Background: an optimization exercise with open tools, aiming at small area. Do not read the settings as production practice.
Function was checked by simulation only, so behaviour that the tests miss may differ from the original.
Power is estimated from default activity; no workload was simulated.

**flow/flow/abc_area.script**
```
strash
dch
amap
topo
```
**flow/standard.sh**
```bash
#!/bin/bash
# synth_recipe.tcl (not shown) runs the flow's synth.tcl, then flattens the netlist and writes it again
# the make line also repeats each setting of config.mk as NAME=value (left out here)
make -C /OpenROAD-flow-scripts/flow DESIGN_CONFIG=/design/flow/config.mk WORK_HOME=/design/flow/orfs CLKGATE_MAP_FILE= SYNTH_SCRIPT=/design/flow/synth_recipe.tcl "${@:-finish}"
```
**flow/design.v**
```verilog
module AXI_AOI222 (
    input  [2:0] a,
    input  [2:0] b,
    output       y
);
    assign y = ~|(a & b);
endmodule
module AXI_AOI22 (
    input  [1:0] a,
    input  [1:0] b,
    output       y
);
    assign y = ~|(a & b);
endmodule
module AXI_NAND3 (
    input  [2:0] a,
    output       y
);
    assign y = ~&a;
endmodule
module AXI_NAND2 (
    input  [1:0] a,
    output       y
);
    assign y = ~&a;
endmodule
module AXI_AO5 (
    input        h,
    input        q,
    input  [3:0] a,
    input  [3:0] s,
    output       y
);
    wire [1:0] n;
    AXI_AOI222 g0 (.a({q, a[1:0]}), .b({h, s[1:0]}), .y(n[0]));
    AXI_AOI22  g1 (.a(a[3:2]), .b(s[3:2]), .y(n[1]));
    AXI_NAND2  g2 (.a(n), .y(y));
endmodule
module AXI_AO222 (
    input  [2:0] a,
    input  [2:0] b,
    output       y
);
    wire n;
    AXI_AOI222 g0 (.a(a), .b(b), .y(n));
    assign y = ~n;
endmodule
module AXI_AO22 (
    input  [1:0] a,
    input  [1:0] b,
    output       y
);
    assign y = |(a & b);
endmodule
module AXI_AND3 (
    input  [2:0] a,
    output       y
);
    assign y = &a;
endmodule
module AXI_AO8 (
    input  [7:0] a,
    input  [7:0] s,
    output       y
);
    wire [2:0] n;
    AXI_AOI222 g0 (.a(a[2:0]), .b(s[2:0]), .y(n[0]));
    AXI_AOI222 g1 (.a(a[5:3]), .b(s[5:3]), .y(n[1]));
    AXI_AOI22  g2 (.a(a[7:6]), .b(s[7:6]), .y(n[2]));
    AXI_NAND3  g3 (.a(n), .y(y));
endmodule
module AXI_LITE_PROJ #(
    parameter   ADDRESS     =   32,
    parameter   DATA_WIDTH  =   32
)
(
    input                   clk,
    input                   reset_n,
    input      [31:0]       C_ADRR,
    input      [31:0]       C_DATA,
    input                   C_VALID,
    input                   C_VALID_R,
    input      [31:0]       C_ADRR_R,
    output reg [31:0]       C_DATA_READ,
    input      [3:0 ]       C_STRB,
    output reg              READY_S
);
    genvar k, l, b;
    reg  [31:0] mem [0:7];
    reg  [2:0]  w_cnt;       
    reg  [4:0]  w_addr;      
    reg  [3:0]  w_en;        
    reg  [31:0] w_data;      
    wire        w_hi_zero = ~|C_ADRR[31:5];
    wire        w_hi_ones = &C_ADRR[31:5];
    wire [3:0]  w_ovf;
    assign w_ovf[0] = 1'b0;
    assign w_ovf[1] = &C_ADRR[4:0];
    assign w_ovf[2] = &C_ADRR[4:1];
    assign w_ovf[3] = &C_ADRR[4:2] & (C_ADRR[1] | C_ADRR[0]);
    wire [3:0]  w_inr = ({4{w_hi_zero}} & ~w_ovf) | ({4{w_hi_ones}} & w_ovf);
    wire        w_rotate = (w_cnt == 3'd1 && w_addr[1:0] != 2'd0) ||
                           (w_cnt == 3'd2 && w_addr[1]) ||
                           (w_cnt == 3'd3 && w_addr[1:0] == 2'd3);
    always @(posedge clk) begin
        if (!reset_n)
            w_cnt <= 3'd0;
        else if (C_VALID)
            w_cnt <= 3'd1;
        else
            case (w_cnt)
                3'd1:    w_cnt <= 3'd2;
                3'd2:    w_cnt <= 3'd3;
                3'd3:    w_cnt <= 3'd4;
                3'd4:    w_cnt <= 3'd5;
                3'd5:    w_cnt <= 3'd6;
                default: w_cnt <= 3'd0;
            endcase
    end
    wire        w_hold = ~C_VALID & ~w_rotate;
    wire        w_rot  = ~C_VALID & w_rotate;
    wire        w_keep = ~C_VALID;
    wire [4:0]  w_addr_next;
    wire [3:0]  w_en_next;
    wire [3:0]  w_en_in = C_STRB & w_inr;
    generate
        for (b = 0; b < 5; b = b + 1) begin : wa
            AXI_AO22 g (.a({w_addr[b], C_ADRR[b]}), .b({w_keep, C_VALID}), .y(w_addr_next[b]));
        end
        for (b = 0; b < 4; b = b + 1) begin : wenb
            AXI_AO222 g (.a({w_en[b], w_en[(b + 3) % 4], w_en_in[b]}), .b({w_hold, w_rot, C_VALID}), .y(w_en_next[b]));
        end
    endgenerate
    always @(posedge clk) begin
        w_addr <= w_addr_next;
        w_en   <= w_en_next;
    end
    wire [31:0] w_prev = {w_data[23:0], w_data[31:24]};
    wire [31:0] w_next;
    generate
        for (b = 0; b < 32; b = b + 1) begin : wd
            AXI_AO222 g (.a({w_data[b], w_prev[b], C_DATA[b]}), .b({w_hold, w_rot, C_VALID}), .y(w_next[b]));
        end
    endgenerate
    always @(posedge clk)
        w_data <= w_next;
    wire        w_commit = (w_cnt == 3'd6);
    wire [7:0]  w_dec;
    generate
        for (k = 0; k < 8; k = k + 1) begin : wdec
            AXI_AND3 g (.a({w_addr[4] ~^ k[2], w_addr[3] ~^ k[1], w_addr[2] ~^ k[0]}), .y(w_dec[k]));
        end
        for (l = 0; l < 4; l = l + 1) begin : wlane
            wire       lo    = (l < w_addr[1:0]);
            wire       go_hi = w_commit & w_en[l] & ~lo;
            wire       go_lo = w_commit & w_en[l] & lo;
            for (k = 0; k < 8; k = k + 1) begin : wword
                wire nwe;
                if (l == 3) begin : hi
                    AXI_NAND2 g (.a({go_hi, w_dec[k]}), .y(nwe));
                end else begin : both
                    AXI_AOI22 g (.a({go_lo, go_hi}), .b({w_dec[(k + 7) % 8], w_dec[k]}), .y(nwe));
                end
                wire we = ~nwe;
                wire [7:0] next;
                for (b = 0; b < 8; b = b + 1) begin : mb
                    AXI_AO22 g (.a({mem[k][8*l+b], w_data[8*l+b]}), .b({nwe, we}), .y(next[b]));
                end
                always @(posedge clk)
                    mem[k][8*l +: 8] <= next;
            end
        end
    endgenerate
    always @(posedge clk) begin
        if (!reset_n)
            READY_S <= 1'b0;
        else if (w_cnt == 3'd5)
            READY_S <= 1'b1;
    end
    reg  [2:0]  r_cnt;       
    reg  [4:0]  r_addr;      
    reg         r_wrap;      
    wire        r_hi_zero = ~|C_ADRR_R[31:5];
    wire        r_hi_ones = &C_ADRR_R[31:5];
    always @(posedge clk) begin
        if (!reset_n)
            r_cnt <= 3'd0;
        else if (C_VALID_R)
            r_cnt <= 3'd1;
        else
            case (r_cnt)
                3'd1:    r_cnt <= 3'd2;
                3'd2:    r_cnt <= 3'd3;
                3'd3:    r_cnt <= 3'd4;
                3'd4:    r_cnt <= 3'd5;
                default: r_cnt <= 3'd0;
            endcase
    end
    wire        r_keep = ~C_VALID_R;
    wire        r_load = C_VALID_R & (r_hi_zero | r_hi_ones);
    wire [4:0]  r_addr_next;
    wire        r_wrap_next;
    generate
        for (b = 0; b < 5; b = b + 1) begin : ra
            AXI_AO22 g (.a({r_addr[b], C_ADRR_R[b]}), .b({r_keep, r_load}), .y(r_addr_next[b]));
        end
    endgenerate
    AXI_AO22 r_wrap_g (.a({r_wrap, ~r_hi_zero}), .b({r_keep, C_VALID_R}), .y(r_wrap_next));
    always @(posedge clk) begin
        r_addr <= r_addr_next;
        r_wrap <= r_wrap_next;
    end
    wire [3:0]  r_ovf;
    assign r_ovf[0] = 1'b0;
    assign r_ovf[1] = &r_addr[4:0];
    assign r_ovf[2] = &r_addr[4:1];
    assign r_ovf[3] = &r_addr[4:2] & (r_addr[1] | r_addr[0]);
    wire [3:0]  r_inr = r_wrap ? r_ovf : ~r_ovf;
    wire [7:0]  r_dec;
    wire [31:0] r_lane;
    generate
        for (k = 0; k < 8; k = k + 1) begin : rdec
            AXI_AND3 g (.a({r_addr[4] ~^ k[2], r_addr[3] ~^ k[1], r_addr[2] ~^ k[0]}), .y(r_dec[k]));
        end
        for (l = 0; l < 4; l = l + 1) begin : rlane
            wire       lo = (l < r_addr[1:0]);
            wire [7:0] sel = lo ? {r_dec[6:0], r_dec[7]} : r_dec;
            for (b = 0; b < 8; b = b + 1) begin : rbit
                AXI_AO8 mux (
                    .a ({mem[7][8*l+b], mem[6][8*l+b], mem[5][8*l+b], mem[4][8*l+b],
                         mem[3][8*l+b], mem[2][8*l+b], mem[1][8*l+b], mem[0][8*l+b]}),
                    .s (sel),
                    .y (r_lane[8*l+b])
                );
            end
        end
    endgenerate
    wire        r_take = reset_n & (r_cnt == 3'd5);
    wire        r_hold = reset_n & (r_cnt != 3'd5);
    wire [31:0] r_data;
    generate
        for (k = 0; k < 4; k = k + 1) begin : rbyte
            wire [3:0] sel;
            for (l = 0; l < 4; l = l + 1) begin : rrot
                assign sel[l] = r_take & r_inr[k] & (r_addr[1:0] == ((l - k) & 3));
            end
            for (b = 0; b < 8; b = b + 1) begin : obit
                AXI_AO5 mux (
                    .h (r_hold),
                    .q (C_DATA_READ[8*k+b]),
                    .a ({r_lane[24+b], r_lane[16+b], r_lane[8+b], r_lane[b]}),
                    .s (sel),
                    .y (r_data[8*k+b])
                );
            end
        end
    endgenerate
    always @(posedge clk)
        C_DATA_READ <= r_data;
endmodule
```
**flow/constraint.sdc**
```tcl
create_clock -name core_clock -period 10.0 [get_ports {clk}]
set_input_delay 2.0000 -clock core_clock [delete_from_list [all_inputs] [get_ports {clk}]]
set_output_delay 2.0000 -clock core_clock [all_outputs]
set_load 0.01 [all_outputs]
```
**flow/config.mk**
```make
export PLATFORM = sky130hd
export DESIGN_NAME = AXI_LITE_PROJ
export DESIGN_NICKNAME = AXI_LITE_PROJ
export VERILOG_FILES = /design/flow/design.v
export SDC_FILE = /design/flow/constraint.sdc
export NUM_CORES = 4
export LEC_CHECK = 0
export CAP_MARGIN = 20
export CORE_MARGIN = 2
export CORE_UTILIZATION = 65
export PLACE_DENSITY = 0.75
export SLEW_MARGIN = 20
export SYNTH_HIERARCHICAL = 1
```
**flow/flow/run.sh**
```bash
#!/bin/bash
# The standard layout (standard.sh), with these changes:
#  - synthesis is the standard flow's (synth_recipe.tcl on ORFS's synth.tcl), except that
#    ABC maps the combinational logic with an area-oriented script
#    (flow/abc_area.script); registers are mapped exactly as before
#  - port buffers use the smallest buffer cell (sky130_fd_sc_hd__buf_1)
#  - the clock tree is built from clkbuf_16 in sink clusters of up to 30 within 80 um,
#    without dummy loads
# Each tool's output goes to the logs under orfs/logs; make's to flow.log.
set -euo pipefail
here=$(pwd)

sed "s#log_cmd abc {\*}\$abc_args#log_cmd abc -script $here/flow/abc_area.script {*}[lrange \$abc_args 2 end]#" \
    "$FLOW_HOME/scripts/synth.tcl" > my_synth.tcl
grep -q "abc_area.script" my_synth.tcl
sed "s#source \$::env(SCRIPTS_DIR)/synth.tcl#source $here/my_synth.tcl#" synth_recipe.tcl > my_synth_recipe.tcl
grep -q "my_synth.tcl" my_synth_recipe.tcl
sed "s#SYNTH_SCRIPT=$here/synth_recipe.tcl#SYNTH_SCRIPT=$here/my_synth_recipe.tcl#" standard.sh > my_standard.sh
grep -q "my_synth_recipe.tcl" my_standard.sh

export BUFFER_PORTS_ARGS="-buffer_cell sky130_fd_sc_hd__buf_1"
export CTS_ARGS="-sink_clustering_enable -repair_clock_nets -buf_list sky130_fd_sc_hd__clkbuf_16 -dont_use_dummy_load -sink_clustering_size 30 -sink_clustering_max_diameter 80"
bash my_standard.sh > flow.log 2>&1
```
==> flow_summary.rst <==
.. list-table::
   :header-rows: 1

   * - Metric
     - Value
   * - Required time at the worst-slack endpoint
     - 10.43 ns
   * - Utilization of the core after routing
     - 72.4%
   * - CP most frequent cell
     - sky130_fd_sc_hd__clkinv_1
   * - Distinct cell type count of the synthesized netlist
     - 27
   * - Final Hold Vio Count
     - 0
   * - Cell Count Post-Placement
     - 1556
   * - Leading post-synthesis cells by cell area
     - sky130_fd_sc_hd__dfxtp_1 54%, sky130_fd_sc_hd__a22o_1 18%, sky130_fd_sc_hd__a222oi_1 10%, sky130_fd_sc_hd__a22oi_1 5.2%, sky130_fd_sc_hd__clkinv_1 3.0%
   * - Final-layout setup total negative slack
     - 0 ns
   * - Relative area change from synthesis to final layout
     - 10.1%
   * - CTS H-Tree Depth
     - 1
   * - Fin Hold WS
     - 0.486 ns
   * - Relative max-transition margin
     - 35.1%
   * - Result of the run
     - finished clean
   * - Area fraction of the dominant cell type after synthesis
     - 53.8%
   * - Setup repair after global routing missed its margin
     - no
   * - Yosys top cell by area
     - sky130_fd_sc_hd__dfxtp_1
   * - Wire length of the first global-routing pass
     - 59.8 mm
   * - Largest net degree at the start of global routing
     - 47
   * - Nets in the synthesized netlist
     - 1259
   * - Number of nets still failing antenna checks after routing
     - 0
   * - # hold bufs at CTS
     - 0
   * - Num Clock Sinks
     - 342
   * - Antenna violations before repair
     - 0
   * - Starting density of the core
     - 65.8%
   * - Clk Tree Root Cell
     - sky130_fd_sc_hd__clkbuf_16
   * - Max Cap Violations
     - 0
   * - Part of the cycle the worst path needs
     - 37.7%
   * - Pwr per Cell Area
     - 157 nW/um^2
   * - Vias in the first global route
     - 10600
   * - Time the worst path needs with I/O delays and setup
     - 3.77 ns
   * - Synthesized netlist cell count
     - 1154
   * - CP Cell Sequence
     - clkinv_1 > nor2_1 > clkinv_1 > o22ai_1 > a222oi_1 > nand3_1 > a22oi_1 > nand2_1
   * - CP Launch Point
     - r_addr[1]$_DFF_P_
   * - Hold-critical path endpoint
     - w_en[1]$_DFF_P_
   * - Sort of element at the end of the critical path
     - flip-flop
   * - Routed wire length per instance
     - 25.2 um
   * - Flip-flop and latch count after synthesis
     - 342
   * - Arrival time at the worst endpoint
     - 4.21 ns
   * - Fraction of the mapped netlist area in compound gates
     - 36.0%
   * - Initial DRC Count
     - 1690
   * - DP HPWL
     - 27.8 mm
   * - Slowest cell on the critical path
     - sky130_fd_sc_hd__o22ai_1
   * - Clock tree from TritonCTS
     - built
   * - Minimum setup slack among reg-to-reg paths
     - 6.23 ns
   * - Peak supply drop
     - 0.176 mV
   * - Buffers and inverters on the worst path
     - 2
   * - Number of buffers created by CTS
     - 15
   * - Die H
     - 144 um
   * - Worst Setup Start Kind
     - flip-flop
   * - Simple-gate area share of the yosys netlist
     - 6.79%
   * - Transition at the pin with the smallest max-transition slack
     - 0.973 ns
   * - Number of setup buffers added after CTS
     - 0
   * - Clock Path Buffers
     - 3
   * - Xor/xnor cell area share of the yosys netlist
     - 0%
   * - Critical register-to-register path startpoint
     - r_addr[1]$_DFF_P_
   * - Boundary pin count
     - 137
   * - Count of input and output buffers
     - 136
   * - Total of endpoints with negative setup slack in the final report
     - 0
   * - Cell family with the largest share of critical-path delay
     - compound AO/OA/AOI/OAI gates
   * - Fraction of final layout cells with drive strength greater than 1
     - 2.45%
   * - Startpoint of the most critical hold path
     - w_en[0]$_DFF_P_
   * - First-pass iteration count of the detailed router
     - 13
   * - Endpoint of the lowest-slack register-to-register path
     - C_DATA_READ[17]$_DFF_P_
   * - Multiplexer share of the synthesized area
     - 0%
   * - Combined global-route utilization of all metal layers
     - 37.4%
   * - Final worst clock skew
     - 0.0703 ns
   * - Leakage
     - 5.12 nW
   * - Mapped Avg Cell Area
     - 11.0 um^2
   * - Vias
     - 11500
   * - Horizontal extent of the die
     - 144 um
   * - Clock transition at the register clock pins on the worst setup and hold paths after CTS
     - 0.11 ns
   * - Highest attainable clock frequency
     - 265 MHz
   * - Sum of routed wire length over all layers
     - 39.7 mm
   * - Total gr overflow
     - 0
   * - Routed via count divided by cell count
     - 7.33
   * - Combinational family with the most area after synthesis
     - compound AO/OA/AOI/OAI gates
   * - Standard cell core area
     - 19300 um^2
   * - Adder-cell area share of the yosys netlist
     - 0.0983%
   * - Total die area
     - 20700 um^2
   * - Final weighted congestion of routability-driven global placement
     - 0.925
   * - Post-CTS sizing
     - 0
   * - Hold depth
     - 2
   * - Proportion of synthesized chip area in sequential cells
     - 53.8%
   * - DRC violations left
     - 0
   * - Row Count
     - 51
   * - Synth Warn #
     - 8
   * - Worst hold path class
     - flip-flop to flip-flop
   * - Final-stage net count
     - 1413
   * - Later-pin clock latency in the skew report
     - 0.53 ns
   * - Depth of the most critical reg-to-reg path
     - 8
   * - Delay of the slowest critical-path stage
     - 0.71 ns
   * - Area of the mapped netlist
     - 12700 um^2
   * - Number of antenna diodes
     - 0
   * - Non-Filler Instances
     - 1571
   * - Setup CP Type
     - flip-flop to flip-flop
   * - Worst Path Max Fanout
     - 12
   * - Max Slew Vio Count
     - 0
[flip-flops by register name, summed over array words and instances, names as in the netlist]
signal / count
w_en: 4
mem: 256
C_DATA_READ: 32
READY_S: 1
r_wrap: 1
w_addr: 5
r_addr: 5
w_data: 32
w_cnt: 3
r_cnt: 3
[through the flow]
step / instance area, um^2 / setup slack, ns / power (W)
6_report: 14000 / 6.23 / 0.00219
3_3_place_gp: 13600 / 6.06 / 0.00154
5_1_grt: 14000 / 6.02 / 0.00225
3_5_place_dp: 13600 / 6.03 / 0.00154
2_1_floorplan: 12700 / 6.34 / 0.00148
4_1_cts: 14000 / 6.40 / 0.00219
[cells in the final DEF (no fill, tap or decap), types with 2 or more instances in the layout]
master / n
sky130_fd_sc_hd__a21oi_1: 5
sky130_fd_sc_hd__a222oi_1: 133
sky130_fd_sc_hd__a22o_1: 267
sky130_fd_sc_hd__a22oi_1: 88
sky130_fd_sc_hd__and3_1: 19
sky130_fd_sc_hd__buf_1: 135
sky130_fd_sc_hd__buf_4: 10
sky130_fd_sc_hd__clkbuf_16: 15
sky130_fd_sc_hd__clkinv_1: 102
sky130_fd_sc_hd__dfxtp_1: 342
sky130_fd_sc_hd__nand2_1: 47
sky130_fd_sc_hd__nand3_1: 39
sky130_fd_sc_hd__nand4_1: 13
sky130_fd_sc_hd__nor2_1: 19
sky130_fd_sc_hd__nor2_2: 3
sky130_fd_sc_hd__nor3_1: 9
sky130_fd_sc_hd__nor4_1: 8
sky130_fd_sc_hd__o21ai_0: 2
sky130_fd_sc_hd__o221a_1: 3
sky130_fd_sc_hd__o22ai_1: 25
sky130_fd_sc_hd__or4_1: 9
[worst max path at each step]
stage	end	slack [ns]	cells past startpoint
after floorplan	w_en[1]$_DFF_P_	6.34	7
after global placement	C_DATA_READ[5]$_DFF_P_	6.06	7
after detailed placement	C_DATA_READ[17]$_DFF_P_	6.03	7
after CTS	C_DATA_READ[17]$_DFF_P_	6.40	8
after global routing	C_DATA_READ[20]$_DFF_P_	6.02	8
final	C_DATA_READ[17]$_DFF_P_	6.23	8
[tightest hold or removal path, cell delays in order (launching register included)]
cell and delay, ns:
sky130_fd_sc_hd__dfxtp_1 0.37, sky130_fd_sc_hd__a222oi_1 0.10, sky130_fd_sc_hd__clkinv_1 0.05
[synth_stat cells, drive strengths merged]
library cell	number
a22o	267
a22oi	88
o22ai	25
nor2b	2
o41a	1
dfxtp	342
o21ai	2
and3	19
and4	1
nand2	47
o31ai	1
ha	1
a21oi	6
nor3	9
a222oi	133
nor4bb	1
a31oi	1
nor4	8
o221a	3
buf	9
and2	1
nor2	23
clkinv	102
nand4	13
nand3	39
or4	9
or3	1
[per-module statistics from Yosys (local to each module, per instance), a selection]
module | area, um^2 | copies in the design
AXI_NAND3 | 5.00 | 32
AXI_AOI22 | 7.51 | 88
AXI_AND3 | 6.26 | 16
AXI_AOI222 | 10.0 | 132
AXI_NAND2 | 3.75 | 40
AXI_AO22 | 8.76 | 267
[cell families (layout without fill, tap and decap cells)]
group | count (synthesis) | count (layout)
flip-flops | 342 | 342
adder cells (fa/ha/maj) | 1 | 1
buffers and inverters | 111 | 263
AO/OA/AOI/OAI | 527 | 527
AND/OR/NAND/NOR | 173 | 173
[cell type report]
type	count	area [um^2]
Sequential cell	342	6850
Multi-Input combinational cell	701	5480
Fill cell	1483	5330
Timing Repair Buffer	146	587
Inverter	102	383
Clock buffer	15	375
Tap cell	265	332
[where the power goes]
group	internal [W]	total, W	leakage (nW)	switching (W)
logic	0.0000280	0.0000736	2.17	0.0000456
registers	0.00138	0.00144	2.77	0.0000642
clock network	0.000273	0.000676	0.185	0.000404
[metal layers]
metal	vias up	GRT usage, %	share of wire [%]
li1	5165	-	-
met1	5569	51.4	40
met2	666	58.8	45
met3	120	6.93	11
met4	0	14.6	4.7
met5	-	0	0

==> what the ideal ports hide <==
In the flow no input, the clock included, has a driving cell. The finished layout below was timed again as built, in two steps.
Step 1, drivers: a clkbuf_16 drives clk and a buf_2 each remaining input, both assumed.
Step 2 also shifts input and output timing later by t, the mid clock arrival at the registers, as if the neighbouring blocks saw the same clock.
Three values: no drivers, after step 1, after step 2; two values: the first two.
t, ns: 0.543
setup WS [ns]: 6.225 / 6.225 / 6.034
hold WS [ns]: 0.486 / 0.486 / 0.486
After both steps setup and hold are still met in this run. The setup slack of this run moves by 0.000 ns with the drivers and by -0.191 ns with both steps.
